This design comes from an exercise in tuning for small area on the open sky130 flow, not from production work. Only simulation tests tie the RTL to the original design; equivalence was not proved. The flow treats the clock pin as an ideal source, which a real chip does not have. No activity file was given, so power comes from the tool's default toggle rates.

===== flow/run.sh =====
#!/bin/bash
# Layout flow: the standard ORFS flow (standard.sh) with
#  - combinational logic mapped by ABC for area: abc runs once with each script
#    in flow/abc/ and the smallest mapping is kept; no separate half/full-adder
#    extraction. Registers are untouched, so they keep the standard synthesis's
#    names and cells;
#  - port buffers of the smallest buffer cell;
#  - clock tree synthesis without dummy loads, with clkbuf_4 buffers.
set -euo pipefail
W=$PWD
cat > my_synth.tcl <<EOF
# The standard flow's synthesis script (appended below), with abc run once per script in
# flow/abc/ and the smallest mapping kept.
proc abc {args} {
  set i [lsearch -exact \$args -script]
  set lib [lindex \$::env(LIB_FILES) 0]
  yosys design -save pre_abc
  set best ""
  foreach s [lsort [glob $W/flow/abc/*.abc]] {
    yosys design -load pre_abc
    yosys abc {*}[lreplace \$args [expr {\$i+1}] [expr {\$i+1}] \$s]
    set st [yosys tee -q -s result.string stat -liberty \$lib]
    regexp {Chip area for module[^:]*: ([0-9.]+)} \$st -> area
    puts "abc script [file tail \$s]: area \$area"
    if {\$best eq "" || \$area < \$best} {
      set best \$area
      set best_s \$s
      yosys design -save best_abc
    }
  }
  yosys design -load best_abc
  puts "abc: kept [file tail \$best_s] (area \$best)"
}
EOF
cat synth_recipe.tcl >> my_synth.tcl
bash standard.sh SYNTH_SCRIPT=$W/my_synth.tcl ADDER_MAP_FILE= \
  BUFFER_PORTS_ARGS="-buffer_cell sky130_fd_sc_hd__buf_1" \
  CTS_ARGS="-sink_clustering_enable -repair_clock_nets -dont_use_dummy_load -buf_list sky130_fd_sc_hd__clkbuf_4 -sink_clustering_size 40 -sink_clustering_max_diameter 200" \
  finish > standard.log 2>&1

===== flow/abc/c7.abc =====
&get -n
&st
&dch
&nf -a -R 2000 -p
&put
topo

===== flow/abc/d2.abc =====
&get -n
&st
&dch -f
&nf -a -R 2000 -p
&put
topo

===== flow/abc/d6.abc =====
&get -n
&st
&dch
&nf -a -R 1000
&put
&get -n
&st
&dch
&nf -a -R 1000
&put
topo

===== flow/abc/e2.abc =====
&get -n
&st
&dch
&nf -a -R 1000
&st
&dch
&nf -a -R 1000
&st
&dch
&nf -a -R 1000
&st
&dch
&nf -a -R 1000
&st
&dch
&nf -a -R 1000
&put
topo

===== flow/abc/f2.abc =====
&get -n
&st
&dch
&nf -a -R 1000
&st
&dch
&nf -a -R 1000
&st
&dch
&nf -a -R 1000
&st
&dch
&nf -a -R 1000
&st
&dch
&nf -a -R 1000
&st
&dch
&nf -a -R 1000
&st
&dch
&nf -a -R 1000
&st
&dch
&nf -a -R 1000
&st
&dch
&nf -a -R 1000
&st
&dch
&nf -a -R 1000
&st
&dch
&nf -a -R 1000
&st
&dch
&nf -a -R 1000
&st
&dch
&nf -a -R 1000
&st
&dch
&nf -a -R 1000
&st
&dch
&nf -a -R 1000
&st
&dch
&nf -a -R 1000
&st
&dch
&nf -a -R 1000
&st
&dch
&nf -a -R 1000
&st
&dch
&nf -a -R 1000
&st
&dch
&nf -a -R 1000
&put
topo

===== flow/abc/g1.abc =====
&get -n
&st
&dch
&nf -a -R 1000
&st
&dch
&nf -a -R 1000
&st
&dch
&nf -a -R 1000
&st
&dch
&nf -a -R 1000
&st
&dch
&nf -a -R 1000
&st
&dch
&nf -a -R 1000
&st
&dch
&nf -a -R 1000
&put
topo

===== flow/abc/g3.abc =====
&get -n
&st
&dch
&nf -a -R 2000 -p
&st
&dch
&nf -a -R 2000 -p
&st
&dch
&nf -a -R 2000 -p
&st
&dch
&nf -a -R 2000 -p
&st
&dch
&nf -a -R 2000 -p
&put
topo

===== flow/abc/g5.abc =====
&get -n
&st
&dch
&nf -a -R 500
&st
&dch
&nf -a -R 500
&st
&dch
&nf -a -R 500
&st
&dch
&nf -a -R 500
&st
&dch
&nf -a -R 500
&put
topo

===== flow/abc/g6.abc =====
&get -n
&st
&dch
&nf -a -R 1000 -p
&st
&dch
&nf -a -R 1000 -p
&st
&dch
&nf -a -R 1000 -p
&st
&dch
&nf -a -R 1000 -p
&st
&dch
&nf -a -R 1000 -p
&st
&dch
&nf -a -R 1000 -p
&st
&dch
&nf -a -R 1000 -p
&st
&dch
&nf -a -R 1000 -p
&put
topo

===== standard.sh =====
#!/bin/bash
# synth_recipe.tcl (not shown) runs the flow's synth.tcl, then flattens the netlist and writes it again
# the make line also repeats each setting of config.mk as NAME=value (left out here)
make -C /OpenROAD-flow-scripts/flow DESIGN_CONFIG=/design/flow/config.mk WORK_HOME=/design/flow/orfs CLKGATE_MAP_FILE= SYNTH_SCRIPT=/design/flow/synth_recipe.tcl "${@:-finish}"

===== config.mk =====
export PLATFORM = sky130hd
export DESIGN_NAME = TOP_MODULE
export DESIGN_NICKNAME = TOP_MODULE
export VERILOG_FILES = /design/flow/design.v
export SDC_FILE = /design/flow/constraint.sdc
export NUM_CORES = 4
export LEC_CHECK = 0
export CAP_MARGIN = 20
export CORE_MARGIN = 2
export CORE_UTILIZATION = 60
export PLACE_DENSITY = 0.75
export SLEW_MARGIN = 20

===== constraint.sdc =====
create_clock -name core_clock -period 10.0 [get_ports {CLK100MHZ}]
set_input_delay 2.0000 -clock core_clock [delete_from_list [all_inputs] [get_ports {CLK100MHZ}]]
set_output_delay 2.0000 -clock core_clock [all_outputs]
set_load 0.01 [all_outputs]

===== design.v =====
`timescale 1ns / 1ps
module TOP_MODULE(
    input CLK100MHZ,
    input rst,
    input SW,
    input BTNL, BTNR,
    output [7:0] AN,
    output CA,CB,CC,CD,CE,CF,CG, DP,
    output LED
    );
    assign DP = 1'b1;
    localparam [13:0] C_TAPS = 14'd8193, C_S0 = 14'd10349;
    localparam [13:0] B_TAPS = 14'd12288, B_S0 = 14'd3060, B_S5001 = 14'd10160;
    localparam [13:0] MASK = 14'd10922;
    reg [13:0] cnt_r, cnt1_r, cnt2_r;
    wire [13:0] cnt = cnt_r ^ MASK, cnt1 = cnt1_r ^ MASK, cnt2 = cnt2_r ^ MASK;
    wire tick    = cnt[0] & cnt[1] & cnt[2] & cnt[3] & cnt[4] & cnt[5] & cnt[6] & cnt[8] & cnt[10] & cnt[12];    
    wire c_wrap  = cnt[1] & cnt[2] & cnt[3] & cnt[4] & cnt[5] & cnt[6] & cnt[7] & cnt[9] & cnt[11] & cnt[13];    
    wire cnt1_one  = cnt1[0] & ~cnt1[1] & ~cnt1[2] & cnt1[3] & ~cnt1[4] & cnt1[6] & cnt1[7] & cnt1[8] & cnt1[9] & cnt1[10] & cnt1[12] & ~cnt1[13];    
    wire cnt1_top  = cnt1[0] & cnt1[1] & cnt1[2] & cnt1[4] & cnt1[6] & cnt1[8] & cnt1[10] & cnt1[11] & cnt1[12] & cnt1[13];    
    wire cnt1_wrap = cnt1[0] & cnt1[1] & cnt1[2] & cnt1[3] & cnt1[5] & cnt1[7] & cnt1[9] & cnt1[11] & cnt1[12] & cnt1[13];    
    wire cnt2_one  = cnt2[0] & ~cnt2[1] & ~cnt2[2] & cnt2[3] & ~cnt2[4] & cnt2[6] & cnt2[7] & cnt2[8] & cnt2[9] & cnt2[10] & cnt2[12] & ~cnt2[13];    
    wire cnt2_top  = cnt2[0] & cnt2[1] & cnt2[2] & cnt2[4] & cnt2[6] & cnt2[8] & cnt2[10] & cnt2[11] & cnt2[12] & cnt2[13];    
    wire cnt2_wrap = cnt2[0] & cnt2[1] & cnt2[2] & cnt2[3] & cnt2[5] & cnt2[7] & cnt2[9] & cnt2[11] & cnt2[12] & cnt2[13];    
    wire c1_ev = cnt1_one | cnt1_top;
    wire c2_ev = cnt2_one | cnt2_top;
    always_ff @(posedge CLK100MHZ) begin
        if (rst | c_wrap) cnt_r <= C_S0 ^ MASK;
        else              cnt_r <= {cnt[12:0], ~^(cnt & C_TAPS)} ^ MASK;
        if (rst | ~BTNR)    cnt1_r <= B_S0 ^ MASK;
        else if (cnt1_wrap) cnt1_r <= B_S5001 ^ MASK;
        else                cnt1_r <= {cnt1[12:0], ~^(cnt1 & B_TAPS)} ^ MASK;
        if (rst | ~BTNL)    cnt2_r <= B_S0 ^ MASK;
        else if (cnt2_wrap) cnt2_r <= B_S5001 ^ MASK;
        else                cnt2_r <= {cnt2[12:0], ~^(cnt2 & B_TAPS)} ^ MASK;
    end
    reg [3:0] su, mu, hu;
    reg [2:0] st, mt;
    reg [1:0] ht;
    wire su9 = su[3] & su[0], mu9 = mu[3] & mu[0], hu9 = hu[3] & hu[0];
    wire s59 = st[2] & st[0] & su9;
    wire m59 = mt[2] & mt[0] & mu9;
    wire h23 = ht[1] & hu[1] & hu[0];
    wire s_inc = tick;
    wire m_inc = c1_ev | (tick & s59);
    wire h_inc = c2_ev | (tick & s59 & m59);
    function automatic [3:0] t10(input [3:0] x);
        t10 = {x[0] & (x[3] | (x[2] & x[1])), x[1] & x[0], x[0] & ~x[3], 1'b1};
    endfunction
    function automatic [2:0] t6(input [2:0] x);
        t6 = {x[0] & (x[2] | x[1]), x[0] & ~x[2], 1'b1};
    endfunction
    wire [3:0] su_t = t10(su), mu_t = t10(mu), hu_t = t10(hu);
    wire [2:0] st_t = t6(st), mt_t = t6(mt);
    always_ff @(posedge CLK100MHZ) begin
        if (rst) begin
            st <= 3'd5; su <= 4'd0;
            mt <= 3'd1; mu <= 4'd2;
            ht <= 2'd1; hu <= 4'd2;
        end else begin
            su <= su ^ ({4{s_inc}} & su_t);
            st <= st ^ ({3{s_inc & su9}} & st_t);
            mu <= mu ^ ({4{m_inc}} & mu_t);
            mt <= mt ^ ({3{m_inc & mu9}} & mt_t);
            if (h23) begin
                if (h_inc) begin hu <= 4'd0; ht <= 2'd0; end
            end else begin
                hu <= hu ^ ({4{h_inc}} & hu_t);
                ht <= ht ^ ({2{h_inc & hu9}} & {ht[0], 1'b1});    
            end
        end
    end
    wire gt12 = ht[1] | (ht[0] & (hu[3] | hu[2] | (hu[1] & hu[0])));
    wire pm = SW & gt12;
    assign LED = pm;
    wire [1:0] htd = pm ? {1'b0, ht[1] & hu[1]} : ht;
    wire [3:0] hud = pm ? {ht[1] & ~hu[1], hu[3] | (hu[2] & hu[1]), hu[3] | (hu[2] & ~hu[1]), hu[0]} : hu;
    localparam [4:0] D_TAPS = 5'd18, D_RST = 5'd27, D_MASK = 5'b01010;
    reg [4:0] dc_r;
    reg [2:0] dig;
    wire [4:0] dc = dc_r ^ D_MASK;
    wire dc_end = ~dc[1] & ~dc[2] & ~dc[3];    
    wire [2:0] dig_nxt = dig + 3'd1;
    always_ff @(posedge CLK100MHZ) begin
        if (rst) begin
            dc_r <= D_RST ^ D_MASK; dig <= 3'd0;
        end else begin
            dc_r <= {dc[3:0], (~^(dc & D_TAPS)) ^ dc_end} ^ D_MASK;
            if (dc_end) dig <= dig_nxt;
        end
    end
    assign AN = ~(8'd1 << dig);
    reg [3:0] val;
    always_comb begin
        case (dig)
            3'd0: val = su;
            3'd1: val = {1'b0, st};
            3'd2: val = mu;
            3'd3: val = {1'b0, mt};
            3'd4: val = hud;
            3'd5: val = {2'b0, htd};
            default: val = 4'd15;
        endcase
    end
    localparam [111:0] SEGTAB = {7'b1111111, 7'b1110000, 7'b1110100, 7'b1011100,
                                 7'b0000110, 7'b0010010, 7'b0001100, 7'b0000000,
                                 7'b0001111, 7'b0100000, 7'b0100100, 7'b1001100,
                                 7'b0000110, 7'b0010010, 7'b1001111, 7'b0000001};
    wire [6:0] seg = SEGTAB[val*7 +: 7];
    assign {CA,CB,CC,CD,CE,CF,CG} = seg;
endmodule

==> flow_summary.toml, run 1 <==
[status]
status = "finished clean"

[yosys]
synth_fp_nets = 313
synth_top_family_by_area = "simple AND/OR/NAND/NOR gates"
synth-compound-area-share_pct = 13.6
synth_cell_types = 33
ys_warn_count = 1
muxShareOfSynthArea_pct = 0
synth-xor-area-share_pct = 1.68
synthAdderAreaFrac_pct = 0
ys.flop_type = "dfxtp_1"
async_flop_share_pct = 0
ys_seq_area_share_pct = 53.8
synth_edf_count = 0
synth_simple_gate_area_share_pct = 29.2
synth-seq-cells = 70
syn-instance-count = 308
syn_area_per_cell_um2 = 8.46
syn_area_mm2 = 0.00261

[route]
num_vias = 2146
highest_layer = "met4"
drt_iter0_markers = 131
route.detailed.drc = 0
post_drt_wl_per_cell_um = 12.8
ant_nets = 0
wl_mm = 4.96
drt-vias-per-instance = 5.55
firstDrtPassIters = 4
wl_met2_mm = 2.12
wirelength_met1_mm = 2.52
wl_met3_um = 203

[placed_design]
dpl_cell_area_mm2 = 0.00274
hpwl_mm = 3.56
io_buffers = 20
finalWeightedCongestion = 0.833

[critical_path]
crit_path_start_kind = "primary input"
slowest_stage = "nor3_1"
slowest_delay_ns = 0.63
crit_arrival_ns = 4.13
rr_startpoint = "cnt_r[5]"
worst_ep_required_time_ns = 8.00
r2r_setup_slack_ns = 7.06
crit_path_cell_trace = "buf_1, nand2_1, a21oi_1, a21oi_1, clkinv_1, nand2_1, a21oi_1, nor3_1, o21bai_1, nand4_1, o21ai_0, buf_1"
crit_type = "in -> out"
crit_path_frequent_cell = "a21oi_1"
r2r-end = "hu[1]"
r2r_cells = 9
endpoint_kind = "output pin"
crit_fanout = 8

[clock_tree]
clockRootBuffer = "clkbuf_4"
cts_tree = "built"
cts_buffer_depth = 2
numCtsBuffers = 9
cts-htree-levels = 3
clk_latency_ns = 0.40
holdBufCountCts = 0
cts.sinks = 70
post_cts_buffers = 0
ctsResizeCount = 0
path_clk_slew_ns = 0.09

[floorplanning]
core_mm2 = 0.00409
die_y_um = 69.9
dieArea_mm2 = 0.00489
pin_count = 22
num_rows = 23
start_util_pct = 63.8
die_x_um = 69.9

[finish]
nNetsFinal = 344
n_antenna_cell = 0
drive_gt1_share_pct = 2.97
final_area_mm2 = 0.00281
fillers = 368
area_growth_pct = 7.87

[worst_hold_path]
min_path_cells = 1
worst_hold_path.endpoint = "cnt2_r[8]"
min_path_type = "reg -> reg"
holdCritStartpoint = "cnt2_r[7]"

[power_and_ir_drop]
clkPwrFrac_pct = 28.3
peakVddDrop_mv = 0.117
p_seq_share_pct = 67.9
pwr-share-comb_pct = 3.8
power.switching_mw = 0.0969
total_power_mw = 0.432
power_leakage_nw = 1.10
power.internal_mw = 0.335
switching_share_pct = 22.4
power.density_mw_per_mm2 = 154

[flow_run]
cap_violations = 0

[grt]
grt_first_pass_wirelength_mm = 8.74
antenna_found_initial = 0
grt_max_degree = 23
grt_usage_pct = 22.4
grt_overflow = 0
grt_pass1_vias = 2017

[sta]
tightest_slew_ns = 0.742
skew_ns = 0.0316
rsz0062_at_grt = "false"
finalCritPeriodShare_pct = 61.3
max_slew_margin_pct = 50.2
whs_ns = 0.384
fmax_mhz = 163
report.final.setup_viol = 0
setup_tns_ns = 0
finalHoldViolCount = 0
finalMaxSlewViolations = 0
finalCriticalPeriod_ns = 6.13
-- cells in the final DEF (no fill, tap or decap), drive strengths merged, types with 6 or more instances in the layout --
| master | Yosys | layout |
|---|---|---|
| a21oi | 28 | 28 |
| and3 | 6 | 6 |
| buf | 1 | 21 |
| clkbuf | 0 | 9 |
| clkinv | 9 | 9 |
| dfxtp | 70 | 70 |
| nand2 | 57 | 57 |
| nand3 | 14 | 14 |
| nor2 | 35 | 35 |
| nor3 | 11 | 11 |
| nor3b | 8 | 8 |
| o21ai | 18 | 18 |
-- synth_stat cells (all sizes together), types with 4 or more instances --
cell type | instances | area [µm²]
and3 | 6 | 37.5
nor3 | 11 | 55.1
nor3b | 8 | 60.1
clkinv | 9 | 33.8
o21ai | 18 | 90.1
nand4 | 4 | 25.0
o21a | 4 | 30.0
nor4 | 4 | 25.0
nand3 | 14 | 70.1
nand2 | 57 | 214
or3 | 4 | 25.0
and2 | 4 | 25.0
a21oi | 28 | 140
dfxtp | 70 | 1400
nor2 | 35 | 131
-- kinds of logic (layout without fill, tap and decap cells) --
family / after synthesis / count (layout)
AND/OR/NAND/NOR: 160 / 160
flip-flops: 70 / 70
AO/OA/AOI/OAI: 62 / 62
buffers and inverters: 10 / 39
XOR/XNOR: 5 / 5
other: 1 / 1
-- sequential cells by signal (all words and copies together) (netlist names) --
| signal | flops |
|---|---|
| dc_r | 5 |
| cnt_r | 14 |
| cnt2_r | 14 |
| hu | 4 |
| dig | 3 |
| ht | 2 |
| su | 4 |
| mt | 3 |
| mu | 4 |
| st | 3 |
| cnt1_r | 14 |
-- metal layers --
layer	up-vias	global-route usage (%)
met3	11	6.93
met4	0	9.62
met1	969	30.7
met2	41	32.7
li1	1125	-
met5	-	0
-- critical path, delay by kind of cell --
family          cells  cell delay, ns
simple gates        4            0.96
buf+inv             3            0.42
compound gates      5            0.75
-- final cells by class --
cell class              count  area (µm²)  area share, %
clock buffers               9        67.6           2.40
inverters                   9        33.8           1.20
multi-input cells         228        1160           41.4
flip-flops and latches     70        1400           49.8
well taps                  50        62.6           2.23
repair buffers             21        82.6           2.94
-- stage by stage --
step / setup slack [ns] / util [%] / instances
5_1_grt: 3.49 / 68.8 / 387
3_3_place_gp: 4.02 / 67.1 / 378
2_1_floorplan: 4.32 / - / 308
6_report: 3.87 / 68.8 / 387
3_5_place_dp: 3.91 / 67.1 / 378
4_1_cts: 3.91 / 68.8 / 387
-- power by group through the flow --
stage	combinational, mW	clock, mW	sequential [mW]
2_1_floorplan	0.0114	0	0.298
6_report	0.0165	0.122	0.293
3_3_place_gp	0.0161	0	0.300
5_1_grt	0.0191	0.138	0.295
4_1_cts	0.0166	0.124	0.293
3_5_place_dp	0.0166	0	0.300
-- how the worst max path moves through the flow --
| stage | start | endpoint | cells after the start |
|---|---|---|---|
| 2_1_floorplan | SW | CC | 9 |
| 3_3_place_gp | SW | CA | 12 |
| 3_5_place_dp | SW | CA | 12 |
| 4_1_cts | SW | CA | 12 |
| 5_1_grt | SW | CA | 12 |
| 6_report | SW | CA | 12 |
==> inputs of run 2 (changes only) <==
--- a/design.v
+++ b/design.v
@@ -9,29 +9,27 @@
     output LED
     );
     assign DP = 1'b1;
-    localparam [13:0] C_TAPS = 14'd8193, C_S0 = 14'd10349;
-    localparam [13:0] B_TAPS = 14'd12288, B_S0 = 14'd3060, B_S5001 = 14'd10160;
+    localparam [13:0] C_TAPS = 14'd8193, C_S0 = 14'd14560, C_S10001 = 14'd15472;
+    localparam [13:0] B_TAPS = 14'd8193, B_S0 = 14'd2542, B_S5000 = 14'd15997;
     localparam [13:0] MASK = 14'd10922;
     reg [13:0] cnt_r, cnt1_r, cnt2_r;
     wire [13:0] cnt = cnt_r ^ MASK, cnt1 = cnt1_r ^ MASK, cnt2 = cnt2_r ^ MASK;
-    wire tick    = cnt[0] & cnt[1] & cnt[2] & cnt[3] & cnt[4] & cnt[5] & cnt[6] & cnt[8] & cnt[10] & cnt[12];    
-    wire c_wrap  = cnt[1] & cnt[2] & cnt[3] & cnt[4] & cnt[5] & cnt[6] & cnt[7] & cnt[9] & cnt[11] & cnt[13];    
-    wire cnt1_one  = cnt1[0] & ~cnt1[1] & ~cnt1[2] & cnt1[3] & ~cnt1[4] & cnt1[6] & cnt1[7] & cnt1[8] & cnt1[9] & cnt1[10] & cnt1[12] & ~cnt1[13];    
-    wire cnt1_top  = cnt1[0] & cnt1[1] & cnt1[2] & cnt1[4] & cnt1[6] & cnt1[8] & cnt1[10] & cnt1[11] & cnt1[12] & cnt1[13];    
-    wire cnt1_wrap = cnt1[0] & cnt1[1] & cnt1[2] & cnt1[3] & cnt1[5] & cnt1[7] & cnt1[9] & cnt1[11] & cnt1[12] & cnt1[13];    
-    wire cnt2_one  = cnt2[0] & ~cnt2[1] & ~cnt2[2] & cnt2[3] & ~cnt2[4] & cnt2[6] & cnt2[7] & cnt2[8] & cnt2[9] & cnt2[10] & cnt2[12] & ~cnt2[13];    
-    wire cnt2_top  = cnt2[0] & cnt2[1] & cnt2[2] & cnt2[4] & cnt2[6] & cnt2[8] & cnt2[10] & cnt2[11] & cnt2[12] & cnt2[13];    
-    wire cnt2_wrap = cnt2[0] & cnt2[1] & cnt2[2] & cnt2[3] & cnt2[5] & cnt2[7] & cnt2[9] & cnt2[11] & cnt2[12] & cnt2[13];    
+    wire tick    = ~cnt[0] & ~cnt[1] & cnt[2] & cnt[3] & ~cnt[5] & ~cnt[6] & cnt[8] & cnt[9] & ~cnt[11] & cnt[12] & ~cnt[13];    
+    wire cnt1_one  = cnt1[0] & cnt1[2] & cnt1[3] & cnt1[4] & cnt1[6] & cnt1[7] & cnt1[8] & cnt1[9] & ~cnt1[10] & ~cnt1[11] & cnt1[12];    
+    wire cnt1_top  = cnt1[0] & cnt1[1] & cnt1[2] & cnt1[3] & cnt1[5] & cnt1[6] & cnt1[8] & ~cnt1[9] & cnt1[10] & ~cnt1[11] & cnt1[12];    
+    wire cnt2_one  = cnt2[0] & cnt2[2] & cnt2[3] & cnt2[4] & cnt2[6] & cnt2[7] & cnt2[8] & cnt2[9] & ~cnt2[10] & ~cnt2[11] & cnt2[12];    
+    wire cnt2_top  = cnt2[0] & cnt2[1] & cnt2[2] & cnt2[3] & cnt2[5] & cnt2[6] & cnt2[8] & ~cnt2[9] & cnt2[10] & ~cnt2[11] & cnt2[12];    
     wire c1_ev = cnt1_one | cnt1_top;
     wire c2_ev = cnt2_one | cnt2_top;
     always_ff @(posedge CLK100MHZ) begin
-        if (rst | c_wrap) cnt_r <= C_S0 ^ MASK;
-        else              cnt_r <= {cnt[12:0], ~^(cnt & C_TAPS)} ^ MASK;
+        if (rst)       cnt_r <= C_S0 ^ MASK;
+        else if (tick) cnt_r <= C_S10001 ^ MASK;
+        else           cnt_r <= {cnt[12:0], ~^(cnt & C_TAPS)} ^ MASK;
         if (rst | ~BTNR)    cnt1_r <= B_S0 ^ MASK;
-        else if (cnt1_wrap) cnt1_r <= B_S5001 ^ MASK;
+        else if (cnt1_top)  cnt1_r <= B_S5000 ^ MASK;
         else                cnt1_r <= {cnt1[12:0], ~^(cnt1 & B_TAPS)} ^ MASK;
         if (rst | ~BTNL)    cnt2_r <= B_S0 ^ MASK;
-        else if (cnt2_wrap) cnt2_r <= B_S5001 ^ MASK;
+        else if (cnt2_top)  cnt2_r <= B_S5000 ^ MASK;
         else                cnt2_r <= {cnt2[12:0], ~^(cnt2 & B_TAPS)} ^ MASK;
     end
     reg [3:0] su, mu, hu;
==> run 2 against run 1 <==
  * Still clean
  * Power decreased by 1.1%
  * Die area decreased by 0.27%
  * Synthesized cell count decreased by 2.6%
==> flow_summary.toml, run 2 <==
[status]
status = "finished clean"

[finish]
seq_area_mm2 = 0.00140
final_cells = 380
area_growth_pct = 8.19
final_common_cell = "dfxtp_1"
final_core_util_pct = 68.8
reg_top3 = "cnt1_r: 14 flops, cnt2_r: 14 flops, cnt_r: 14 flops"
final_cell_mix = "dfxtp_1 (70), nor2_1 (46), nand2_1 (37), a21oi_1 (30), buf_1 (20)"
drive_gt1_share_pct = 3.33
multiInputGateArea_mm2 = 0.00113
nNetsFinal = 337
n_antenna_cell = 0
fillers = 362
final_area_mm2 = 0.00281

[yosys]
synth_top_area_cell = "dfxtp_1"
syn-instance-count = 300
synth_edf_count = 0
ys_warn_count = 1
ys_seq_area_share_pct = 53.9
synth_fp_nets = 305
yosysMostFrequentCell = "dfxtp_1"
synth_top_area_share_pct = 53.9
ys_top_cells_by_area = "dfxtp_1 (54%), nor2_1 (6.6%), a21oi_1 (5.8%), nand2_1 (5.3%), clkinv_1 (2.5%)"
async_flop_share_pct = 0
ys.flop_type = "dfxtp_1"
syn_area_mm2 = 0.00260
syn_area_per_cell_um2 = 8.66
synth_commonest_cells = "dfxtp_1 (70), nor2_1 (46), nand2_1 (37)"
synth-seq-cells = 70
synth_cell_types = 37

[route]
drt-vias-per-instance = 5.58
wl_mm = 4.86
drt_iter0_markers = 120
route.detailed.drc = 0
firstDrtPassIters = 4
num_vias = 2119
post_drt_wl_per_cell_um = 12.8
ant_nets = 0

[sta]
finalMaxSlewViolations = 0
report.final.setup_viol = 0
tightest_slew_ns = 0.573
setup_tns_ns = 0
max_slew_margin_pct = 61.7
skew_ns = 0.0369
finalHoldViolCount = 0
rsz0062_at_grt = "false"
finalCritPeriodShare_pct = 57.8
finalCriticalPeriod_ns = 5.78
fmax_mhz = 173

[clock_tree]
cts.sinks = 70
holdBufCountCts = 0
clk_latency_ns = 0.40
post_cts_buffers = 0
path_clk_slew_ns = 0.11
cts-htree-levels = 3
cts_tree = "built"
clockRootBuffer = "clkbuf_4"
cts_buffer_depth = 2
numCtsBuffers = 9
ctsResizeCount = 0

[critical_path]
endpoint_kind = "output pin"
rr_startpoint = "cnt_r[0]"
crit_path_cell_trace = "buf_1, nor2b_1, o21ai_0, a21oi_1, nor2_1, nor2_1, clkinv_1, a221oi_1, buf_1"
crit_family = "simple AND/OR/NAND/NOR gates"
r2r_setup_slack_ns = 7.40
crit_arrival_ns = 3.78
cp_num_buf_inv = 3
slowest_delay_ns = 0.44
r2r-end = "hu[1]"
slowest_stage = "nor2b_1"
crit_path_start_kind = "primary input"
worst_ep_required_time_ns = 8.00
r2r_cells = 11
crit_type = "in -> out"
crit_fanout = 9

[grt]
grt_pass1_vias = 1974
grt_first_pass_wirelength_mm = 8.70
grt_usage_pct = 22.6
grt_overflow = 0
grt_max_degree = 31
antenna_found_initial = 0

[power_and_ir_drop]
total_power_mw = 0.428
power.density_mw_per_mm2 = 152
peakVddDrop_mv = 0.114
power_leakage_nw = 1.04

[worst_hold_path]
min_path_cells = 1
min_path_type = "reg -> reg"
worst_hold_path.endpoint = "cnt1_r[6]"
holdCritStartpoint = "cnt1_r[5]"

[flow_run]
cap_violations = 0

[floorplanning]
pin_count = 22
start_util_pct = 63.6
core_mm2 = 0.00409
die_y_um = 69.8
dieArea_mm2 = 0.00487
num_rows = 23
die_x_um = 69.8

[placed_design]
dpl_cell_area_mm2 = 0.00274
hpwl_mm = 3.52
placed_cells = 371
finalWeightedCongestion = 0.904
io_buffers = 20
[run 2: cell types whose count changed after synthesis, moves of 4 or more]
cell	delta
a221oi_1	+4
nor2_1	+11
a21o_1	+5
nand2_1	-20
o21ai_0	-8
and3_1	-4
nor4_1	-4
clkinv_1	+8
[run 2: worst register-to-register path: stages (launching register included)]
cell and delay (ns):
dfxtp_1 0.34, nor2_1 0.10, nand3_1 0.10, nor4b_1 0.30, buf_4 0.20, nand4_1 0.17, o221ai_1 0.50, and2_0 0.30
nor2b_1 0.18, xnor2_1 0.08, a21oi_1 0.15, nand2_1 0.06
[run 2: logic make-up (layout without fill, tap and decap cells)]
group / after synthesis / count (layout) / share of synthesized area (%)
and+or+nand+nor: 140 / 140 / 25.9
other: 1 / 1 / 0.144
xor gates and xnor gates: 6 / 6 / 2.02
DFF: 70 / 70 / 53.9
AOI/OAI and AO/OA: 65 / 65 / 15.3
buffers and inverters: 18 / 48 / 2.74
[run 2: per-layer routing]
metal	vias to the layer above	wire (µm)	global-route usage, %
met5	-	0	0
met4	0	65	9.83
met3	7	251	8.43
met2	53	2140	32.9
met1	953	2410	30.0
li1	1106	-	-
[run 2: how the worst max path moves through the flow]
| stage | start | to | slack (ns) | depth (start not counted) |
|---|---|---|---|---|
| after CTS | SW | CF | 4.28 | 9 |
| after detailed placement | SW | CF | 4.28 | 9 |
| final | SW | CF | 4.22 | 9 |
| after floorplan | SW | CF | 4.49 | 7 |
| after global placement | SW | CF | 4.34 | 9 |
| after global routing | SW | CF | 4.03 | 9 |
[run 2: layout make-up]
type                    instances  share of cell area (%)
clock buffers                   9                    2.40
inverters                      17                    2.27
multi-input cells             212                    40.1
flip-flops and latches         70                    49.8
well taps                      50                    2.23
repair buffers                 22                    3.20
[run 2: report_power, final]
group          switching, mW  leakage [nW]  internal, mW
clock                 0.0775        0.0414        0.0418
combinational         0.0101         0.429       0.00616
sequential           0.00531         0.572         0.287
total                 0.0929          1.04         0.335
[run 2: per-stage QoR]
step / setup slack [ns] / hold slack (ns)
6_report: 4.22 / 0.374
5_1_grt: 4.03 / 0.401
4_1_cts: 4.28 / 0.378
3_5_place_dp: 4.28 / 0.362
3_3_place_gp: 4.34 / 0.363
2_1_floorplan: 4.49 / 0.353
==> inputs of run 3 (changes only) <==
--- a/design.v
+++ b/design.v
@@ -32,13 +32,13 @@
         else if (cnt2_top)  cnt2_r <= B_S5000 ^ MASK;
         else                cnt2_r <= {cnt2[12:0], ~^(cnt2 & B_TAPS)} ^ MASK;
     end
-    reg [3:0] su, mu, hu;
+    reg [3:0] su, mu;
     reg [2:0] st, mt;
-    reg [1:0] ht;
-    wire su9 = su[3] & su[0], mu9 = mu[3] & mu[0], hu9 = hu[3] & hu[0];
+    reg [4:0] h;
+    wire su9 = su[3] & su[0], mu9 = mu[3] & mu[0];
     wire s59 = st[2] & st[0] & su9;
     wire m59 = mt[2] & mt[0] & mu9;
-    wire h23 = ht[1] & hu[1] & hu[0];
+    wire h23 = h[4] & h[2] & h[1] & h[0];
     wire s_inc = tick;
     wire m_inc = c1_ev | (tick & s59);
     wire h_inc = c2_ev | (tick & s59 & m59);
@@ -48,31 +48,30 @@
     function automatic [2:0] t6(input [2:0] x);
         t6 = {x[0] & (x[2] | x[1]), x[0] & ~x[2], 1'b1};
     endfunction
-    wire [3:0] su_t = t10(su), mu_t = t10(mu), hu_t = t10(hu);
+    wire [3:0] su_t = t10(su), mu_t = t10(mu);
     wire [2:0] st_t = t6(st), mt_t = t6(mt);
     always_ff @(posedge CLK100MHZ) begin
         if (rst) begin
             st <= 3'd5; su <= 4'd0;
             mt <= 3'd1; mu <= 4'd2;
-            ht <= 2'd1; hu <= 4'd2;
+            h <= 5'd12;
         end else begin
             su <= su ^ ({4{s_inc}} & su_t);
             st <= st ^ ({3{s_inc & su9}} & st_t);
             mu <= mu ^ ({4{m_inc}} & mu_t);
             mt <= mt ^ ({3{m_inc & mu9}} & mt_t);
-            if (h23) begin
-                if (h_inc) begin hu <= 4'd0; ht <= 2'd0; end
-            end else begin
-                hu <= hu ^ ({4{h_inc}} & hu_t);
-                ht <= ht ^ ({2{h_inc & hu9}} & {ht[0], 1'b1});    
-            end
+            if (h_inc) h <= h23 ? 5'd0 : h + 5'd1;
         end
     end
-    wire gt12 = ht[1] | (ht[0] & (hu[3] | hu[2] | (hu[1] & hu[0])));
+    wire gt12 = h[4] | (h[3] & h[2] & (h[1] | h[0]));
     wire pm = SW & gt12;
     assign LED = pm;
-    wire [1:0] htd = pm ? {1'b0, ht[1] & hu[1]} : ht;
-    wire [3:0] hud = pm ? {ht[1] & ~hu[1], hu[3] | (hu[2] & hu[1]), hu[3] | (hu[2] & ~hu[1]), hu[0]} : hu;
+    wire [4:0] hd = pm ? h - 5'd12 : h;
+    wire ht2 = hd[4] & hd[2];                                    
+    wire ht1 = ~ht2 & (hd[4] | (hd[3] & (hd[2] | hd[1])));      
+    wire [1:0] htd = {ht2, ht1};
+    wire [4:0] hu5 = hd - (ht2 ? 5'd20 : ht1 ? 5'd10 : 5'd0);
+    wire [3:0] hud = hu5[3:0];
     localparam [4:0] D_TAPS = 5'd18, D_RST = 5'd27, D_MASK = 5'b01010;
     reg [4:0] dc_r;
     reg [2:0] dig;
==> run 3 against run 2 <==
  * Still clean on timing, DRC and antenna
  * Maximum frequency decreased by 6.8%
  * Hold slack lost 0.053 ns
  * Critical path depth up 3
  * Routed wire length fell by 7.3%
  * Clock power about the same
  * Critical endpoint is now CA
==> flow_summary.toml, run 3 <==
[grt]
grt_max_degree = 37
grt_usage_pct = 21.3
grt_pass1_vias = 1717
grt_overflow = 0
grt_first_pass_wirelength_mm = 7.23
antenna_found_initial = 0

[yosys]
muxShareOfSynthArea_pct = 0.397
synth-compound-area-share_pct = 14.3
async_flop_share_pct = 0
syn-instance-count = 287
synth_commonest_cells = "dfxtp_1 (69), nor2_1 (45), nand2_1 (34)"
synth_cell_types = 33
ys_seq_area_share_pct = 54.8
synth_edf_count = 0
synth_fp_nets = 292
ys_top_cells_by_area = "dfxtp_1 (55%), nor2_1 (6.7%), a21oi_1 (5.8%), nand2_1 (5.1%), nor3_1 (3.2%)"
synth_top_family_by_area = "simple AND/OR/NAND/NOR gates"
synthAdderAreaFrac_pct = 0
synth-seq-cells = 69
synth_top_area_share_pct = 54.8
syn_area_mm2 = 0.00252
yosysMostFrequentCell = "dfxtp_1"
ys.flop_type = "dfxtp_1"
ys_warn_count = 1
synth_top_area_cell = "dfxtp_1"
syn_area_per_cell_um2 = 8.78
synth_simple_gate_area_share_pct = 26.5
synth-xor-area-share_pct = 2.43

[critical_path]
endpoint_kind = "output pin"
worst_ep_required_time_ns = 8.00
r2r_cells = 10
r2r_setup_slack_ns = 7.51
crit_arrival_ns = 4.20
crit_type = "in -> out"
crit_fanout = 7
crit_path_cell_trace = "buf_1, o21a_1, xor2_1, mux2i_1, nor2_1, nor2_1, xnor2_1, a221o_1, o21ai_0, nand3_1, o21ai_0, buf_1"
rr_startpoint = "cnt_r[3]"
slowest_stage = "a221o_1"
crit_path_start_kind = "primary input"
slowest_delay_ns = 0.42
r2r-end = "mt[1]"

[route]
drt_iter0_markers = 121
drt-vias-per-instance = 5.53
post_drt_wl_per_cell_um = 12.3
route.detailed.drc = 0
firstDrtPassIters = 5
num_vias = 2025
ant_nets = 0
wl_mm = 4.51

[power_and_ir_drop]
power_leakage_nw = 1.01
clkPwrFrac_pct = 28.4
pwr-share-comb_pct = 3.1
peakVddDrop_mv = 0.108
switching_share_pct = 21.3
power.internal_mw = 0.329
power.switching_mw = 0.0892
p_seq_share_pct = 68.5
total_power_mw = 0.418
power.density_mw_per_mm2 = 153

[finish]
final_cells = 366
final_common_cell = "dfxtp_1"
final_area_mm2 = 0.00273
reg_top3 = "cnt1_r: 14 flops, cnt2_r: 14 flops, cnt_r: 14 flops"
final_cell_mix = "dfxtp_1 (69), nor2_1 (45), nand2_1 (34), a21oi_1 (29), buf_1 (20)"
drive_gt1_share_pct = 3.16
nNetsFinal = 323
area_growth_pct = 8.14
n_antenna_cell = 0

[clock_tree]
cts_tree = "built"
ctsResizeCount = 0
numCtsBuffers = 9
cts-htree-levels = 3
path_clk_slew_ns = 0.13
post_cts_buffers = 0
clk_latency_ns = 0.41
holdBufCountCts = 0
cts_buffer_depth = 2
cts.sinks = 69
clockRootBuffer = "clkbuf_4"

[worst_hold_path]
holdCritStartpoint = "cnt_r[7]"
min_path_cells = 1
worst_hold_path.endpoint = "cnt_r[8]"
min_path_type = "reg -> reg"

[flow_run]
cap_violations = 0

[floorplanning]
die_y_um = 68.8
pin_count = 22
dieArea_mm2 = 0.00474
start_util_pct = 62.6
num_rows = 23
core_mm2 = 0.00403
die_x_um = 68.8

[sta]
finalHoldViolCount = 0
max_slew_margin_pct = 61.9
finalCritPeriodShare_pct = 62.0
setup_tns_ns = 0
fmax_mhz = 161
rsz0062_at_grt = "false"
finalMaxSlewViolations = 0
finalCriticalPeriod_ns = 6.20
tightest_slew_ns = 0.570
skew_ns = 0.0486
report.final.setup_viol = 0

[placed_design]
io_buffers = 20
placed_cells = 357
hpwl_mm = 3.25
finalWeightedCongestion = 0.844
dpl_cell_area_mm2 = 0.00266

[status]
status = "finished clean"
run 3: cell type report:
class / instances / area, µm²
multi-input cells: 209 / 1100
well taps: 50 / 62.6
clock buffers: 9 / 67.6
inverters: 8 / 30.0
repair buffers: 21 / 82.6
fillers: 353 / 1300
flip-flops and latches: 69 / 1380
run 3: per-stage QoR:
stage / hold slack, ns / setup slack (ns) / utilization (%)
after floorplan: 0.353 / 4.10 / -
after global placement: 0.368 / 3.88 / 66.0
after detailed placement: 0.368 / 3.79 / 66.0
after CTS: 0.322 / 3.79 / 67.7
after global routing: 0.335 / 3.46 / 67.7
final: 0.320 / 3.80 / 67.7
run 3: critical path: cells and delay by family:
kind                   cells  cell delay (ns)
multiplexers               1             0.23
buffers and inverters      2             0.26
XOR/XNOR                   2             0.45
AO/OA/AOI/OAI              4             0.92
AND/OR/NAND/NOR            3             0.35
run 3: kinds of logic after synthesis:
group / Yosys count
buf+inv: 9
flops: 69
simple gates: 140
mux: 1
other cells: 1
xor+xnor: 7
compound gates: 60
run 3: worst max path at each step:
stage	slack (ns)	to	from	depth (start not counted)
after floorplan	4.10	CB	SW	9
after global placement	3.88	CA	SW	12
after detailed placement	3.79	CA	SW	12
after CTS	3.79	CB	SW	11
after global routing	3.46	CA	SW	12
final	3.80	CA	SW	12
run 3: routing by layer:
layer	vias to the layer above	wire (µm)	global-route usage, %
li1	1054	-	-
met1	922	2180	25.9
met2	44	2060	33.2
met3	5	216	6.82
met4	0	47	12.5
met5	-	0	0
run 3: power groups by stage:
stage | logic (mW) | clock network, mW | registers (mW)
6_report | 0.0128 | 0.119 | 0.287
5_1_grt | 0.0148 | 0.135 | 0.288
4_1_cts | 0.0130 | 0.124 | 0.287
3_5_place_dp | 0.0128 | 0 | 0.293
3_3_place_gp | 0.0125 | 0 | 0.293
2_1_floorplan | 0.00837 | 0 | 0.292
==> inputs of run 4 (changes only) <==
--- a/flow/run.sh
+++ b/flow/run.sh
@@ -5,7 +5,8 @@
 #    extraction. Registers are untouched, so they keep the standard synthesis's
 #    names and cells;
 #  - port buffers of the smallest buffer cell;
-#  - clock tree synthesis without dummy loads, with clkbuf_4 buffers.
+#  - clock tree synthesis without dummy loads, with clkbuf_4 buffers; those
+#    whose estimated load slews come close to the limit are upsized (cts_fix.tcl).
 set -euo pipefail
 W=$PWD
 cat > my_synth.tcl <<EOF
@@ -36,4 +37,5 @@
 bash standard.sh SYNTH_SCRIPT=$W/my_synth.tcl ADDER_MAP_FILE= \
   BUFFER_PORTS_ARGS="-buffer_cell sky130_fd_sc_hd__buf_1" \
   CTS_ARGS="-sink_clustering_enable -repair_clock_nets -dont_use_dummy_load -buf_list sky130_fd_sc_hd__clkbuf_4 -sink_clustering_size 40 -sink_clustering_max_diameter 200" \
+  POST_CTS_TCL=$W/flow/cts_fix.tcl \
   finish > standard.log 2>&1
==> flow/cts_fix.tcl (new file) <==
set db [ord::get_db]
proc clk_buf_slew {inst} {
  set m 0
  foreach net [get_nets -of_objects [get_pins -of_objects $inst -filter "direction == output"]] {
    foreach p [get_pins -of_objects $net -filter "direction == input"] {
      set s [get_property $p slew_max]
      if {$s > $m} { set m $s }
    }
  }
  return $m
}
estimate_parasitics -placement
set changed 0
foreach inst [get_cells clkbuf*] {
  set ref [get_property $inst ref_name]
  set s [clk_buf_slew $inst]
  puts "cts_fix: [get_property $inst name] $ref load slew [format %.1f [expr {$s * 1000}]] ps"
  set limit [expr {[string match "clkbuf_0_*" [get_property $inst name]] ? 0.150 : 0.105}]
  if {$s > $limit && $ref eq "sky130_fd_sc_hd__clkbuf_4"} {
    [[ord::get_db_block] findInst [get_property $inst name]] swapMaster [$db findMaster sky130_fd_sc_hd__clkbuf_8]
    puts "cts_fix: [get_property $inst name] -> sky130_fd_sc_hd__clkbuf_8"
    incr changed
  }
}
if {$changed} {
  detailed_placement
  check_placement -verbose
  estimate_parasitics -placement
  foreach inst [get_cells clkbuf*] {
    puts "cts_fix: after: [get_property $inst name] [get_property $inst ref_name] load slew [format %.1f [expr {[clk_buf_slew $inst] * 1000}]] ps"
  }
}
==> run 4 against run 3 <==
  * Cell area up 0.69%
  * Cell count unchanged
  * Area after synthesis unchanged
  * Routed wire length about the same
  * Global-route usage up 0.069 points
  * Worst setup slack worse by 0.0069 ns
  * Die area unchanged
  * Synthesized cell count unchanged
  * Critical path type unchanged
==> flow_summary.toml, run 4 <==
[sta]
tightest_slew_ns = 0.557
report.final.setup_viol = 0
finalCriticalPeriod_ns = 6.21
setup_ws_ns = 3.79
finalHoldViolCount = 0
fmax_mhz = 161
setup_tns_ns = 0
skew_ns = 0.0193
max_slew_margin_pct = 62.8
whs_ns = 0.368
finalCritPeriodShare_pct = 62.1
finalMaxSlewViolations = 0
rsz0062_at_grt = "false"

[critical_path]
r2r_cells = 10
crit_type = "in -> out"
endpoint_kind = "output pin"
crit_fanout = 7
worst_ep_required_time_ns = 8.00
rr_startpoint = "cnt_r[3]"
r2r_setup_slack_ns = 7.58
r2r-end = "mt[1]"
crit_arrival_ns = 4.21
cp-startpoint = "SW"
crit_path_start_kind = "primary input"

[finish]
drive_gt1_share_pct = 3.16
final_cell_mix = "dfxtp_1 (69), nor2_1 (45), nand2_1 (34), a21oi_1 (29), buf_1 (20)"
area_growth_pct = 8.88
n_antenna_cell = 0
final_common_cell = "dfxtp_1"
nNetsFinal = 323
final_area_mm2 = 0.00275
reg_top3 = "cnt1_r: 14 flops, cnt2_r: 14 flops, cnt_r: 14 flops"

[worst_hold_path]
holdCritStartpoint = "cnt_r[7]"
min_path_cells = 1
worst_hold_path.endpoint = "cnt_r[8]"
min_path_type = "reg -> reg"

[floorplanning]
num_rows = 23
die_y_um = 68.8
core_mm2 = 0.00403
die_x_um = 68.8
start_util_pct = 62.6
dieArea_mm2 = 0.00474
pin_count = 22

[yosys]
synth_fp_nets = 292
ys_warn_count = 1
synth_edf_count = 0
syn_area_mm2 = 0.00252
synth-seq-cells = 69
ys.flop_type = "dfxtp_1"
async_flop_share_pct = 0
ys_seq_area_share_pct = 54.8
synth_top_area_cell = "dfxtp_1"
synth_top_area_share_pct = 54.8
synth_cell_types = 33
yosysMostFrequentCell = "dfxtp_1"
syn-instance-count = 287
ys_top_cells_by_area = "dfxtp_1 (55%), nor2_1 (6.7%), a21oi_1 (5.8%), nand2_1 (5.1%), nor3_1 (3.2%)"
syn_area_per_cell_um2 = 8.78
synth_commonest_cells = "dfxtp_1 (69), nor2_1 (45), nand2_1 (34)"

[grt]
use_met2_pct = 33.4
antenna_found_initial = 0
met3_usage_pct = 6.82
grt_overflow = 0
grt_max_degree = 37
grt_first_pass_wirelength_mm = 7.27
grt_use_met1_pct = 25.9
grt.busiest_layer = "met2"
grt_pass1_vias = 1729
grt_usage_pct = 21.4

[placed_design]
dpl_cell_area_mm2 = 0.00266
finalWeightedCongestion = 0.844
io_buffers = 20
hpwl_mm = 3.25
dp_slack_ns = 3.79

[route]
ant_nets = 0
wl_mm = 4.51
post_drt_wl_per_cell_um = 12.3
drt_iter0_markers = 124
num_vias = 2009
firstDrtPassIters = 4
drt-vias-per-instance = 5.49
route.detailed.drc = 0

[status]
status = "finished clean"

[clock_tree]
path_clk_slew_ns = 0.08
cts_tree = "built"
cts.sinks = 69
clk_latency_ns = 0.33

[power_and_ir_drop]
power_leakage_nw = 1.02
power.density_mw_per_mm2 = 158
peakVddDrop_mv = 0.118

[flow_run]
cap_violations = 0
-- run 4: cell counts after synthesis --
Identical to the previous run, type by type.
-- run 4: critical path, stage by stage --
cell and delay, ns:
buf_1 0.09, o21a_1 0.17, xor2_1 0.36, mux2i_1 0.23, nor2_1 0.07, nor2_1 0.20, xnor2_1 0.09, a221o_1 0.42
o21ai_0 0.24, nand3_1 0.10, o21ai_0 0.09, buf_1 0.17
-- run 4: worst max path at each step --
stage | cells after the start | end | slack (ns)
global placement | 12 | CA | 3.88
detailed placement | 12 | CA | 3.79
floorplan | 9 | CB | 4.10
global route | 12 | CA | 3.46
finish | 12 | CA | 3.79
-- run 4: final cells by class --
| cell class | instances | area (µm²) |
|---|---|---|
| Inverter | 8 | 30.0 |
| Clock buffer | 9 | 86.3 |
| Sequential cell | 69 | 1380 |
| Multi-Input combinational cell | 209 | 1100 |
| Fill cell | 353 | 1280 |
| Timing Repair Buffer | 21 | 82.6 |
| Tap cell | 50 | 62.6 |
-- run 4: logic make-up after synthesis --
logic type,count (synthesis),synth area share [%]
other,1,0.149
buffers and inverters,9,1.49
AND/OR/NAND/NOR,140,26.5
AO/OA/AOI/OAI,60,14.3
flip-flops,69,54.8
XOR/XNOR,7,2.43
multiplexers,1,0.397
-- run 4: through the flow --
| stage | std cells | power (mW) | utilization [%] |
|---|---|---|---|
| 5_1_grt | 366 | 0.452 | 68.1 |
| 3_3_place_gp | 357 | 0.305 | 66.0 |
| 6_report | 366 | 0.432 | 68.1 |
| 2_1_floorplan | 287 | 0.300 | - |
| 3_5_place_dp | 357 | 0.306 | 66.0 |
-- run 4: routing by layer --
metal	up-vias	wire [µm]
met5	-	0
met4	0	72
met3	7	218
met2	39	2000
met1	910	2220
li1	1053	-
-- run 4: where the power goes --
group | total, mW | switching [mW] | internal, mW
Sequential | 0.287 | 0.00433 | 0.282
Clock | 0.133 | 0.0781 | 0.0550
Combinational | 0.0128 | 0.00783 | 0.00492
==> inputs of run 5 (changes only) <==
--- a/flow/cts_fix.tcl
+++ b/flow/cts_fix.tcl
@@ -15,8 +15,8 @@
   set ref [get_property $inst ref_name]
   set s [clk_buf_slew $inst]
   puts "cts_fix: [get_property $inst name] $ref load slew [format %.1f [expr {$s * 1000}]] ps"
-  set limit [expr {[string match "clkbuf_0_*" [get_property $inst name]] ? 0.150 : 0.105}]
-  if {$s > $limit && $ref eq "sky130_fd_sc_hd__clkbuf_4"} {
+  set root [string match "clkbuf_0_*" [get_property $inst name]]
+  if {!$root && $s > 0.105 && $ref eq "sky130_fd_sc_hd__clkbuf_4"} {
     [[ord::get_db_block] findInst [get_property $inst name]] swapMaster [$db findMaster sky130_fd_sc_hd__clkbuf_8]
     puts "cts_fix: [get_property $inst name] -> sky130_fd_sc_hd__clkbuf_8"
     incr changed
==> run 5 against run 4 <==
  * Cell count stayed put
  * Sequential share of layout area is 0.11 points higher
  * Clock-buffer cell count stayed put
  * Power is 1.0% lower
  * Core utilization is 0.16 points lower
  * Clock skew is 0.0011 ns lower
  * Clock power is 3% lower
  * Largest power group unchanged
  * Die area stayed put
  * Critical path type unchanged
  * Still clean
==> flow_summary.toml, run 5 <==
[critical_path]
cp_num_buf_inv = 2
endpoint_kind = "output pin"
crit_fanout = 7
crit_arrival_ns = 4.20
slowest_stage = "a221o_1"
slowest_delay_ns = 0.42
crit_path_cell_trace = "buf_1, o21a_1, xor2_1, mux2i_1, nor2_1, nor2_1, xnor2_1, a221o_1, o21ai_0, nand3_1, o21ai_0, buf_1"
crit_family = "compound AO/OA/AOI/OAI gates"
worst_ep_required_time_ns = 8.00
crit_type = "in -> out"
crit_path_start_kind = "primary input"

[sta]
rsz0062_at_grt = "false"
skew_ns = 0.0182
finalCritPeriodShare_pct = 62.0
report.final.setup_viol = 0
finalHoldViolCount = 0
finalMaxSlewViolations = 0
fmax_mhz = 161
setup_ws_ns = 3.80
setup_tns_ns = 0
tightest_slew_ns = 0.568
whs_ns = 0.366
finalCriticalPeriod_ns = 6.20
max_slew_margin_pct = 62.1

[finish]
final_common_cell = "dfxtp_1"
final_cells = 366
area_growth_pct = 8.64
final_area_mm2 = 0.00274
reg_top3 = "cnt1_r: 14 flops, cnt2_r: 14 flops, cnt_r: 14 flops"
final_core_util_pct = 68.0
nNetsFinal = 323
final_cell_mix = "dfxtp_1 (69), nor2_1 (45), nand2_1 (34), a21oi_1 (29), buf_1 (20)"
n_antenna_cell = 0
drive_gt1_share_pct = 3.16
fillers = 352

[route]
drt_iter0_markers = 121
ant_nets = 0
firstDrtPassIters = 4
drt-vias-per-instance = 5.48
wl_mm = 4.54
highest_layer = "met4"
route.detailed.drc = 0
num_vias = 2004
wl_met2_mm = 2.04
wirelength_met1_mm = 2.26
post_drt_wl_per_cell_um = 12.4
wl_met3_um = 189

[yosys]
synth_fp_nets = 292
synth_edf_count = 0
synth-xor-area-share_pct = 2.43
yosysMostFrequentCell = "dfxtp_1"
synth_top_area_share_pct = 54.8
synth_top_area_cell = "dfxtp_1"
synth-compound-area-share_pct = 14.3
syn_area_mm2 = 0.00252
ys_seq_area_share_pct = 54.8
synth_simple_gate_area_share_pct = 26.5
ys_top_cells_by_area = "dfxtp_1 (55%), nor2_1 (6.7%), a21oi_1 (5.8%), nand2_1 (5.1%), nor3_1 (3.2%)"
synth_commonest_cells = "dfxtp_1 (69), nor2_1 (45), nand2_1 (34)"
muxShareOfSynthArea_pct = 0.397
synth_top_family_by_area = "simple AND/OR/NAND/NOR gates"
synth_cell_types = 33
ys_warn_count = 1
synthAdderAreaFrac_pct = 0
synth-seq-cells = 69
async_flop_share_pct = 0
syn_area_per_cell_um2 = 8.78
ys.flop_type = "dfxtp_1"
syn-instance-count = 287

[power_and_ir_drop]
total_power_mw = 0.428
power_leakage_nw = 1.01
clkPwrFrac_pct = 30.1
power.switching_mw = 0.0907
switching_share_pct = 21.2
peakVddDrop_mv = 0.119
p_seq_share_pct = 66.9
pwr-share-comb_pct = 3.0
power.internal_mw = 0.337
power.density_mw_per_mm2 = 156

[grt]
antenna_found_initial = 0
grt_first_pass_wirelength_mm = 7.27
grt_usage_pct = 21.4
grt_overflow = 0
grt_pass1_vias = 1729
grt_max_degree = 37

[floorplanning]
dieArea_mm2 = 0.00474
core_mm2 = 0.00403
pin_count = 22
start_util_pct = 62.6
num_rows = 23
die_x_um = 68.8
die_y_um = 68.8

[clock_tree]
cts_tree = "built"
path_clk_slew_ns = 0.08
clk_latency_ns = 0.39
cts.sinks = 69

[worst_hold_path]
min_path_type = "reg -> reg"

[placed_design]
hpwl_mm = 3.25
finalWeightedCongestion = 0.844
placed_cells = 357
dpl_cell_area_mm2 = 0.00266
io_buffers = 20
dp_slack_ns = 3.79

[flow_run]
cap_violations = 0

[status]
status = "finished clean"
-- run 5: path summary, 6_finish.rpt --
kind | startpoint | end | slack, ns | cells past startpoint
max reg2reg | cnt_r[3] | mt[1] | 7.57 | 10
max | SW | CA | 3.80 | 12
min | cnt_r[7] | cnt_r[8] | 0.37 | 1
min reg2reg | cnt_r[7] | cnt_r[8] | 0.37 | 1
-- run 5: cell type report --
type / count / area (µm²) / area share [%]
flip-flops and latches: 69 / 1380 / 50.4
clock buffers: 9 / 80.1 / 2.92
multi-input cells: 209 / 1100 / 40.2
well taps: 50 / 62.6 / 2.28
repair buffers: 21 / 82.6 / 3.02
inverters: 8 / 30.0 / 1.10
-- run 5: power groups by stage --
stage / Clock (mW) / Sequential [mW] / Combinational (mW)
6_report: 0.129 / 0.287 / 0.0128
3_3_place_gp: 0 / 0.293 / 0.0125
5_1_grt: 0.145 / 0.288 / 0.0148
2_1_floorplan: 0 / 0.292 / 0.00837
3_5_place_dp: 0 / 0.293 / 0.0128
-- run 5: metal layers --
metal / vias up / global-route usage [%]
met5: - / 0
met4: 0 / 12.5
met3: 4 / 6.82
met2: 33 / 33.4
met1: 917 / 25.9
li1: 1050 / -
-- run 5: cell families (layout without fill, tap and decap cells) --
kind of cell | Yosys count | in the layout
other | 1 | 1
flip-flops | 69 | 69
multiplexers | 1 | 1
AO/OA/AOI/OAI | 60 | 60
buffers and inverters | 9 | 38
XOR/XNOR | 7 | 7
AND/OR/NAND/NOR | 140 | 140
-- run 5: worst reg2reg max path: stages (launching register included) --
cell     delay (ns)
dfxtp_1        0.32
or3_1          0.39
nor3_1         0.20
and3_1         0.27
nand3_1        0.16
nand3_1        0.13
and2_0         0.31
nand3_1        0.18
nor2_1         0.15
nand2_1        0.08
nor3b_1        0.13
==> inputs of run 6 (changes only) <==
--- a/config.mk
+++ b/config.mk
@@ -5,8 +5,8 @@
 export SDC_FILE = /design/flow/constraint.sdc
 export NUM_CORES = 4
 export LEC_CHECK = 0
-export CAP_MARGIN = 20
+export CAP_MARGIN = 5
 export CORE_MARGIN = 2
 export CORE_UTILIZATION = 60
 export PLACE_DENSITY = 0.75
-export SLEW_MARGIN = 20
+export SLEW_MARGIN = 5
==> run 6 against run 5 <==
  * Register-to-register slack hardly changed
  * Highest routed layer unchanged
  * Still clean on timing, DRC and antenna
  * Via count unchanged
  * Synthesized cell count stayed put
  * Largest cell class unchanged
  * Non-clock buffer count is the same
  * Combinational power about the same
  * Largest power group unchanged
  * Clock-buffer cell count did not move
==> flow_summary.toml, run 6 <==
[sta]
fmax_mhz = 161
skew_ns = 0.0182
setup_ws_ns = 3.80
report.final.setup_viol = 0
setup_tns_ns = 0
tightest_slew_ns = 0.568
rsz0062_at_grt = "false"
finalHoldViolCount = 0
finalCritPeriodShare_pct = 62.0
finalMaxSlewViolations = 0
finalCriticalPeriod_ns = 6.20
max_slew_margin_pct = 62.1

[yosys]
synth_cell_types = 33
ys_seq_area_share_pct = 54.8
ys_warn_count = 1
syn_area_mm2 = 0.00252
ys.flop_type = "dfxtp_1"
synth_top_area_share_pct = 54.8
async_flop_share_pct = 0
synth_fp_nets = 292
ys_top_cells_by_area = "dfxtp_1 (55%), nor2_1 (6.7%), a21oi_1 (5.8%), nand2_1 (5.1%), nor3_1 (3.2%)"
syn_area_per_cell_um2 = 8.78
synth_edf_count = 0
synth-seq-cells = 69
synth_commonest_cells = "dfxtp_1 (69), nor2_1 (45), nand2_1 (34)"
synth_top_area_cell = "dfxtp_1"
syn-instance-count = 287
yosysMostFrequentCell = "dfxtp_1"

[floorplanning]
die_y_um = 68.8
die_x_um = 68.8
pin_count = 22
num_rows = 23
core_mm2 = 0.00403
start_util_pct = 62.6
dieArea_mm2 = 0.00474

[critical_path]
crit_arrival_ns = 4.20
crit_path_start_kind = "primary input"
worst_ep_required_time_ns = 8.00
endpoint_kind = "output pin"
crit_type = "in -> out"
crit_fanout = 7

[finish]
final_core_util_pct = 68.0
final_cell_mix = "dfxtp_1 (69), nor2_1 (45), nand2_1 (34), a21oi_1 (29), buf_1 (20)"
nNetsFinal = 323
reg_top3 = "cnt1_r: 14 flops, cnt2_r: 14 flops, cnt_r: 14 flops"
final_area_mm2 = 0.00274
final_common_cell = "dfxtp_1"
area_growth_pct = 8.64
n_antenna_cell = 0
drive_gt1_share_pct = 3.16

[placed_design]
hpwl_mm = 3.25
dp_slack_ns = 3.79
dpl_cell_area_mm2 = 0.00266
finalWeightedCongestion = 0.844
io_buffers = 20

[route]
route.detailed.drc = 0
ant_nets = 0
wl_met2_mm = 2.04
drt-vias-per-instance = 5.48
post_drt_wl_per_cell_um = 12.4
wl_mm = 4.54
wl_met3_um = 189
highest_layer = "met4"
num_vias = 2004
firstDrtPassIters = 4
drt_iter0_markers = 121
wirelength_met1_mm = 2.26

[grt]
grt_pass1_vias = 1729
grt_usage_pct = 21.4
antenna_found_initial = 0
grt_overflow = 0
grt_max_degree = 37
grt_first_pass_wirelength_mm = 7.27

[power_and_ir_drop]
power.density_mw_per_mm2 = 156
peakVddDrop_mv = 0.119
total_power_mw = 0.428
power_leakage_nw = 1.01

[clock_tree]
clk_latency_ns = 0.39
cts.sinks = 69
path_clk_slew_ns = 0.08
cts_tree = "built"

[worst_hold_path]
min_path_type = "reg -> reg"

[status]
status = "finished clean"

[flow_run]
cap_violations = 0
run 6: power by group:
group	internal (mW)	switching, mW
Sequential	0.282	0.00433
Combinational	0.00492	0.00785
Clock	0.0502	0.0785
run 6: logic make-up (layout without fill, tap and decap cells):
kind of cell	after synthesis	in the layout	synth area share, %
mux	1	1	0.397
flops	69	69	54.8
xor+xnor	7	7	2.43
compound gates	60	60	14.3
buf+inv	9	38	1.49
other cells	1	1	0.149
simple gates	140	140	26.5
run 6: worst max-delay path: stages:
cell and delay (ns):
buf_1 0.09, o21a_1 0.17, xor2_1 0.36, mux2i_1 0.23
nor2_1 0.06, nor2_1 0.19, xnor2_1 0.09, a221o_1 0.42
o21ai_0 0.24, nand3_1 0.10, o21ai_0 0.09, buf_1 0.17
run 6: per-stage QoR:
step / instances / hold slack [ns]
2_1_floorplan: 287 / 0.353
3_3_place_gp: 357 / 0.368
3_5_place_dp: 357 / 0.368
5_1_grt: 366 / 0.392
6_report: 366 / 0.366
run 6: layout make-up:
type / count / area (µm²)
inverters: 8 / 30.0
flip-flops and latches: 69 / 1380
well taps: 50 / 62.6
clock buffers: 9 / 80.1
fillers: 352 / 1290
repair buffers: 21 / 82.6
multi-input cells: 209 / 1100
run 6: metal layers:
layer / vias up / GRT usage (%)
met5: - / 0
met1: 917 / 25.9
met2: 33 / 33.4
li1: 1050 / -
met4: 0 / 12.5
met3: 4 / 6.82
run 6: final timing paths:
| path | from | end | slack [ns] | depth (start not counted) |
|---|---|---|---|---|
| max | SW | CA | 3.80 | 12 |
| min | cnt_r[7] | cnt_r[8] | 0.37 | 1 |
| max reg2reg | cnt_r[3] | mt[1] | 7.57 | 10 |
| min reg2reg | cnt_r[7] | cnt_r[8] | 0.37 | 1 |
==> inputs of run 7 (changes only) <==
--- a/flow/cts_fix.tcl
+++ b/flow/cts_fix.tcl
@@ -16,7 +16,12 @@
   set s [clk_buf_slew $inst]
   puts "cts_fix: [get_property $inst name] $ref load slew [format %.1f [expr {$s * 1000}]] ps"
   set root [string match "clkbuf_0_*" [get_property $inst name]]
-  if {!$root && $s > 0.105 && $ref eq "sky130_fd_sc_hd__clkbuf_4"} {
+  if {$root && $ref eq "sky130_fd_sc_hd__clkbuf_4"} {
+    [[ord::get_db_block] findInst [get_property $inst name]] swapMaster [$db findMaster sky130_fd_sc_hd__clkbuf_2]
+    puts "cts_fix: [get_property $inst name] -> sky130_fd_sc_hd__clkbuf_2"
+    incr changed
+  }
+  if {!$root && $s > 0.115 && $ref eq "sky130_fd_sc_hd__clkbuf_4"} {
     [[ord::get_db_block] findInst [get_property $inst name]] swapMaster [$db findMaster sky130_fd_sc_hd__clkbuf_8]
     puts "cts_fix: [get_property $inst name] -> sky130_fd_sc_hd__clkbuf_8"
     incr changed
--- a/config.mk
+++ b/config.mk
@@ -5,8 +5,8 @@
 export SDC_FILE = /design/flow/constraint.sdc
 export NUM_CORES = 4
 export LEC_CHECK = 0
-export CAP_MARGIN = 5
+export CAP_MARGIN = 20
 export CORE_MARGIN = 2
 export CORE_UTILIZATION = 60
 export PLACE_DENSITY = 0.75
-export SLEW_MARGIN = 5
+export SLEW_MARGIN = 20
==> run 7 against run 6 <==
  * Flip-flop and latch count stayed put
  * Synthesized cell count stayed put
  * Sequential share of layout area is 0.16 points higher
  * Maximum frequency hardly changed
  * Combinational power hardly changed
  * Via count is 0.80% higher
  * Cell area is 0.32% lower
  * Routed wire length is 0.79% lower
  * Critical endpoint unchanged
  * Power is 1.9% lower
==> flow_summary.toml, run 7 <==
[status]
status = "finished clean"

[worst_hold_path]
min_path_type = "reg -> reg"
worst_hold_path.endpoint = "cnt_r[8]"
min_path_cells = 1
holdCritStartpoint = "cnt_r[7]"

[yosys]
synth_top_area_cell = "dfxtp_1"
synth_fp_nets = 292
ys.flop_type = "dfxtp_1"
ys_top_cells_by_area = "dfxtp_1 (55%), nor2_1 (6.7%), a21oi_1 (5.8%), nand2_1 (5.1%), nor3_1 (3.2%)"
synth-seq-cells = 69
ys_warn_count = 1
yosysMostFrequentCell = "dfxtp_1"
synth_top_area_share_pct = 54.8
syn_area_per_cell_um2 = 8.78
synth_commonest_cells = "dfxtp_1 (69), nor2_1 (45), nand2_1 (34)"
syn-instance-count = 287
ys_seq_area_share_pct = 54.8
synth_cell_types = 33
async_flop_share_pct = 0
syn_area_mm2 = 0.00252
synth_edf_count = 0

[route]
drt-vias-per-instance = 5.52
ant_nets = 0
drt_iter0_markers = 158
firstDrtPassIters = 5
wl_mm = 4.50
route.detailed.drc = 0
num_vias = 2020
post_drt_wl_per_cell_um = 12.3

[power_and_ir_drop]
power_leakage_nw = 1.01
total_power_mw = 0.420
switching_share_pct = 21.3
power.switching_mw = 0.0893
power.density_mw_per_mm2 = 154
clkPwrFrac_pct = 28.7
peakVddDrop_mv = 0.108
power.internal_mw = 0.331
p_seq_share_pct = 68.3
pwr-share-comb_pct = 3.0

[grt]
antenna_found_initial = 0
grt_overflow = 0
grt_usage_pct = 21.4
grt_max_degree = 37
grt_pass1_vias = 1729
grt_first_pass_wirelength_mm = 7.27

[critical_path]
r2r_cells = 10
crit_arrival_ns = 4.20
slowest_delay_ns = 0.42
rr_startpoint = "cnt_r[3]"
r2r_setup_slack_ns = 7.59
crit_type = "in -> out"
endpoint_kind = "output pin"
crit_fanout = 7
crit_path_start_kind = "primary input"
slowest_stage = "a221o_1"
crit_path_cell_trace = "buf_1, o21a_1, xor2_1, mux2i_1, nor2_1, nor2_1, xnor2_1, a221o_1, o21ai_0, nand3_1, o21ai_0, buf_1"
r2r-end = "mt[1]"
worst_ep_required_time_ns = 8.00

[sta]
finalMaxSlewViolations = 0
finalCriticalPeriod_ns = 6.20
rsz0062_at_grt = "false"
tightest_slew_ns = 0.568
finalHoldViolCount = 0
report.final.setup_viol = 0
skew_ns = 0.0296
whs_ns = 0.370
setup_tns_ns = 0
max_slew_margin_pct = 62.1
fmax_mhz = 161
finalCritPeriodShare_pct = 62.0

[floorplanning]
dieArea_mm2 = 0.00474
num_rows = 23
die_y_um = 68.8
core_mm2 = 0.00403
die_x_um = 68.8
start_util_pct = 62.6
pin_count = 22

[clock_tree]
cts_tree = "built"
path_clk_slew_ns = 0.08
cts.sinks = 69
clk_latency_ns = 0.46

[finish]
area_growth_pct = 8.29
nNetsFinal = 323
n_antenna_cell = 0
final_common_cell = "dfxtp_1"
final_cell_mix = "dfxtp_1 (69), nor2_1 (45), nand2_1 (34), a21oi_1 (29), buf_1 (20)"
reg_top3 = "cnt1_r: 14 flops, cnt2_r: 14 flops, cnt_r: 14 flops"
final_core_util_pct = 67.8
final_cells = 366
drive_gt1_share_pct = 3.16

[placed_design]
hpwl_mm = 3.25
finalWeightedCongestion = 0.844
io_buffers = 20
placed_cells = 357

[flow_run]
cap_violations = 0
## run 7: cell families (layout without fill, tap and decap cells)
logic type                Yosys count  count (layout)  synth area share (%)
and+or+nand+nor                   140             140                  26.5
other                               1               1                 0.149
xor gates and xnor gates            7               7                  2.43
DFF                                69              69                  54.8
muxes                               1               1                 0.397
buffers and inverters               9              38                  1.49
AOI/OAI and AO/OA                  60              60                  14.3
## run 7: power by group through the flow
stage	Combinational, mW	Clock (mW)	Sequential [mW]
after floorplan	0.00837	0	0.292
after global placement	0.0125	0	0.293
after detailed placement	0.0128	0	0.293
after global routing	0.0148	0.137	0.288
final	0.0127	0.121	0.287
## run 7: worst max-delay path by stage
stage	startpoint	cells after the start	slack (ns)	end
finish	SW	12	3.80	CA
global route	SW	12	3.46	CA
detailed placement	SW	12	3.79	CA
global placement	SW	12	3.88	CA
floorplan	SW	9	4.10	CB
## run 7: per-layer routing
layer	share of wire (%)	wire [µm]	global-route usage [%]	vias to the layer above
met5	0	0	0	-
met4	1.1	48	12.5	0
met3	4.7	211	6.82	4
met1	49	2200	25.9	923
li1	-	-	-	1053
met2	45	2050	33.4	40
## run 7: metrics by stage
stage / setup WS, ns / area [µm²]
floorplan: 4.10 / 2520
global placement: 3.88 / 2660
detailed placement: 3.79 / 2660
global route: 3.46 / 2730
finish: 3.80 / 2730
## run 7: final cells by class
type	instances	area, µm²
Clock buffer	9	71.3
Fill cell	352	1300
Tap cell	50	62.6
Sequential cell	69	1380
Timing Repair Buffer	21	82.6
Multi-Input combinational cell	209	1100
Inverter	8	30.0
## run 7: critical path: cells and delay by family
family                    cells  cell delay [ns]
AOI/OAI and AO/OA             4             0.92
xor gates and xnor gates      2             0.45
and+or+nand+nor               3             0.35
buffers and inverters         2             0.26
muxes                         1             0.23

Setup slack of run 7, layout unchanged: 3.796 ns with ideal ports, 3.774 ns with driving cells assumed (clock clkbuf_16, inputs buf_2), 3.774 ns with port delays also shifted by the 0.472 ns mid clock arrival.
